This is an optimization exercise on Yosys and OpenROAD, whose aim is small area and a short achievable clock period, not a production implementation. The RTL was checked by simulation tests, not by an equivalence proof against the original design. No activity file was given, so power comes from the tool's default toggle rates.

Design balance_cntrl, start of the top module:
module balance_cntrl
# (parameter fast_sim=1)
(
input clk, rst_n,
input vld, pwr_up, rider_off,
input logic signed [15:0] ptch,
input logic signed [15:0] ptch_rt,
input logic [11:0] steer_pot,
input logic en_steer,
output logic signed [11:0] lft_spd,
output logic signed [11:0] rght_spd,
output logic too_fast
);
logic signed [17:0] integrator;
logic [17:0] integrator_in;
logic [7:0] ss_tmr;
PID PID_balance (.clk(clk), .rst_n(rst_n), .pwr_up(pwr_up), .integrator_in(integrator_in),
                 .integrator(integrator), .ss_tmr(ss_tmr));
SegwayMath SegwayMath_balance (.vld(vld), .pwr_up(pwr_up), .rider_off(rider_off), .ptch(ptch),
                 .ptch_rt(ptch_rt), .steer_pot(steer_pot), .en_steer(en_steer),
                 .integrator(integrator), .ss_tmr(ss_tmr), .integrator_in(integrator_in),
                 .lft_spd(lft_spd), .rght_spd(rght_spd), .too_fast(too_fast));
endmodule
export LEC_CHECK = 0
export ABC_AREA = 1
export CAP_MARGIN = 20
export CORE_MARGIN = 2
export CORE_UTILIZATION = 70
export SLEW_MARGIN = 20
create_clock -name core_clock -period 35.0 [get_ports {clk}]
standard.sh (not shown) runs the stock make flow with config.mk's settings and CLKGATE_MAP_FILE= SYNTH_SCRIPT=/design/flow/synth_recipe.tcl, a recipe that flattens the netlist after the stock synthesis.
==> flow/flow/run.sh <==
#!/bin/bash
# Layout flow: the standard synthesis, then an inverter clean-up around the
# full-adder cells (polarity.py) and a re-map of the remaining gates
# (remap.tcl, ABC area script), then the standard layout steps with plain
# buf_1 port buffers and a setup-repair target of MARGIN ns.
set -euo pipefail
MARGIN=9
R=orfs/results/sky130hd/balance_cntrl/base
bash standard.sh  synth > 1_standard_synth.log 2>&1
cp $R/1_2_yosys.v std_1_2_yosys.v
python3 flow/polarity.py std_1_2_yosys.v pol.v > 2_polarity.log 2>&1
export REMAP_LIB=$FLOW_HOME/platforms/sky130hd/lib/sky130_fd_sc_hd__tt_025C_1v80.lib
export REMAP_DONT_USE="$(sed -n '/DONT_USE_CELLS += /,/^$/p' $FLOW_HOME/platforms/sky130hd/config.mk | grep -o 'sky130_fd_sc_hd__[a-z0-9_]*' | tr '\n' ' ')"
STA=$(dirname $(command -v openroad))/sta
best=""; bestm=""
for s in flow/abc_*.script; do
  k=$(basename $s .script)
  REMAP_IN=pol.v REMAP_OUT=remap_$k.v REMAP_ABC_SCRIPT=$s yosys -c flow/remap.tcl > 3_remap_$k.log 2>&1 || continue
  PICK_NET=remap_$k.v PICK_LIB=$REMAP_LIB PICK_SDC=constraint.sdc $STA -no_init -exit flow/pick.tcl > 3_pick_$k.log 2>&1 || continue
  line=$(grep '^PICK' 3_pick_$k.log) || continue
  m=$(echo "$line" | awk '{print $3 * (37.5 - $5 * 1e9)}')
  echo "$k $line metric $m" >> 3_pick_summary.log
  if [ -z "$bestm" ] || awk "BEGIN {exit !($m < $bestm)}"; then best=$k; bestm=$m; fi
done
echo "chosen $best" >> 3_pick_summary.log
cp remap_$best.v remap.v
cp remap.v $R/1_2_yosys.v
rm -f $R/1_synth.odb $R/1_synth.sdc
ARGS=( "BUFFER_PORTS_ARGS=-buffer_cell sky130_fd_sc_hd__buf_1")
LATE=0
if [ "$LATE" = "1" ]; then
  # floorplan (and its first sizing pass) without the setup-repair target
  bash standard.sh "${ARGS[@]}" floorplan > 4_standard_floorplan.log 2>&1
fi
if [ "$MARGIN" != "none" ]; then
  ARGS+=("SETUP_SLACK_MARGIN=$MARGIN")
fi
bash standard.sh "${ARGS[@]}" finish > 4_standard_finish.log 2>&1
Other scripts of this flow, unchanged in this note and not shown: flow/flow/abc_a.script, flow/flow/abc_b.script, flow/flow/abc_c.script, flow/flow/abc_e.script, flow/flow/abc_f.script, flow/flow/pick.tcl, flow/flow/polarity.py, flow/flow/remap.tcl
Rerun with:
--- a/flow/flow/run.sh
+++ b/flow/flow/run.sh
@@ -6,3 +6,3 @@
 set -euo pipefail
-MARGIN=9
+MARGIN=11
 R=orfs/results/sky130hd/balance_cntrl/base
@@ -29,7 +29,2 @@
 ARGS=( "BUFFER_PORTS_ARGS=-buffer_cell sky130_fd_sc_hd__buf_1")
-LATE=0
-if [ "$LATE" = "1" ]; then
-  # floorplan (and its first sizing pass) without the setup-repair target
-  bash standard.sh "${ARGS[@]}" floorplan > 4_standard_floorplan.log 2>&1
-fi
 if [ "$MARGIN" != "none" ]; then
--- a/flow/config.mk
+++ b/flow/config.mk
@@ -10,3 +10,3 @@
 export CORE_MARGIN = 2
-export CORE_UTILIZATION = 70
+export CORE_UTILIZATION = 65
 export SLEW_MARGIN = 20
- clock skew falls by 8.1 ps
- final area came out higher by about a fifth
- synthesized area stays the same
- first-iteration DRC count is higher by about a fifth
- cell count rises by a few percent
Rerun with:
--- a/flow/flow/run.sh
+++ b/flow/flow/run.sh
@@ -6,3 +6,3 @@
 set -euo pipefail
-MARGIN=11
+MARGIN=9.5
 R=orfs/results/sky130hd/balance_cntrl/base
@@ -29,2 +29,7 @@
 ARGS=( "BUFFER_PORTS_ARGS=-buffer_cell sky130_fd_sc_hd__buf_1")
+LATE=0
+if [ "$LATE" = "1" ]; then
+  # floorplan (and its first sizing pass) without the setup-repair target
+  bash standard.sh "${ARGS[@]}" floorplan > 4_standard_floorplan.log 2>&1
+fi
 if [ "$MARGIN" != "none" ]; then
--- a/flow/config.mk
+++ b/flow/config.mk
@@ -10,3 +10,4 @@
 export CORE_MARGIN = 2
-export CORE_UTILIZATION = 65
+export CORE_UTILIZATION = 60
+export PLACE_DENSITY = 0.8
 export SLEW_MARGIN = 20
Result:
- flip-flop and latch count does not change
- routed wire length drops by 18%
- clock skew barely changes
- cell area drops by about 14%
- clock-buffer cell count climbs by 1
- via count drops by about 8%
- power drops by about 30%
- worst setup slack got worse by 600 ps
- utilization drops by 16 points
Rerun with:
--- a/flow/flow/run.sh
+++ b/flow/flow/run.sh
@@ -6,3 +6,3 @@
 set -euo pipefail
-MARGIN=9.5
+MARGIN=12
 R=orfs/results/sky130hd/balance_cntrl/base
@@ -29,7 +29,2 @@
 ARGS=( "BUFFER_PORTS_ARGS=-buffer_cell sky130_fd_sc_hd__buf_1")
-LATE=0
-if [ "$LATE" = "1" ]; then
-  # floorplan (and its first sizing pass) without the setup-repair target
-  bash standard.sh "${ARGS[@]}" floorplan > 4_standard_floorplan.log 2>&1
-fi
 if [ "$MARGIN" != "none" ]; then
--- a/flow/config.mk
+++ b/flow/config.mk
@@ -10,4 +10,3 @@
 export CORE_MARGIN = 2
-export CORE_UTILIZATION = 60
-export PLACE_DENSITY = 0.8
+export CORE_UTILIZATION = 65
 export SLEW_MARGIN = 20
After rerunning: Clock-buffer cell count goes down by 1. Wire length rose by 33%. Worst setup slack improved by 400 ps.
Rerun with:
--- a/flow/flow/run.sh
+++ b/flow/flow/run.sh
@@ -6,3 +6,3 @@
 set -euo pipefail
-MARGIN=12
+MARGIN=9
 R=orfs/results/sky130hd/balance_cntrl/base
The changed run ran to the end with no violations; register-to-register slack degrades by 170 ps; core utilization decreases by 14 points; final cell count shrinks by 7.2%; non-clock buffer count fell by 102; fmax is lower by 3.2%; die area stays the same; via count shrinks by 12%; power falls by 40%; count of clock-buffer cells in the layout does not change; setup slack is worse by 790 ps; global-route usage is lower by 3.7 points.
Rerun with:
--- a/flow/flow/run.sh
+++ b/flow/flow/run.sh
@@ -6,3 +6,3 @@
 set -euo pipefail
-MARGIN=9
+MARGIN=11
 R=orfs/results/sky130hd/balance_cntrl/base
--- a/flow/config.mk
+++ b/flow/config.mk
@@ -10,3 +10,3 @@
 export CORE_MARGIN = 2
-export CORE_UTILIZATION = 65
+export CORE_UTILIZATION = 75
 export SLEW_MARGIN = 20
Now the flow never finished: it broke off in global routing (5_1_grt) on GRT-0232; synthesized cell count stays the same; area after synthesis stays the same.

==> static timing again, ports no longer ideal <==
How much do the figures lean on ideal ports? The routed layouts below were timed once more, with nothing changed but the port constraints. Step 1, drivers: a clkbuf_16 drives clk and a buf_2 each remaining input, both assumed. Step 2 also shifts input and output timing later by t, the mid clock arrival at the registers, as if the neighbouring blocks saw the same clock. Slacks: ideal ports / drivers / drivers and shift; pairs: ideal ports / drivers.
run | shift t [ns] | slack for setup (ns) | worst setup path after step 2
the first run | 0.316 | 9.831 / 9.806 / 9.806 | input to output
the second run | 0.309 | 10.885 / 10.844 / 10.844 | input to output
the third run | 0.307 | 10.286 / 10.266 / 10.266 | input to output
the fourth run | 0.310 | 10.681 / 10.643 / 10.643 | input to output
the fifth run | 0.308 | 9.888 / 9.867 / 9.867 | input to output
After both steps every run listed still meets setup and hold. For the second run, which loses most, drivers alone change the setup slack by -0.041 ns; drivers and shift together by -0.041 ns.
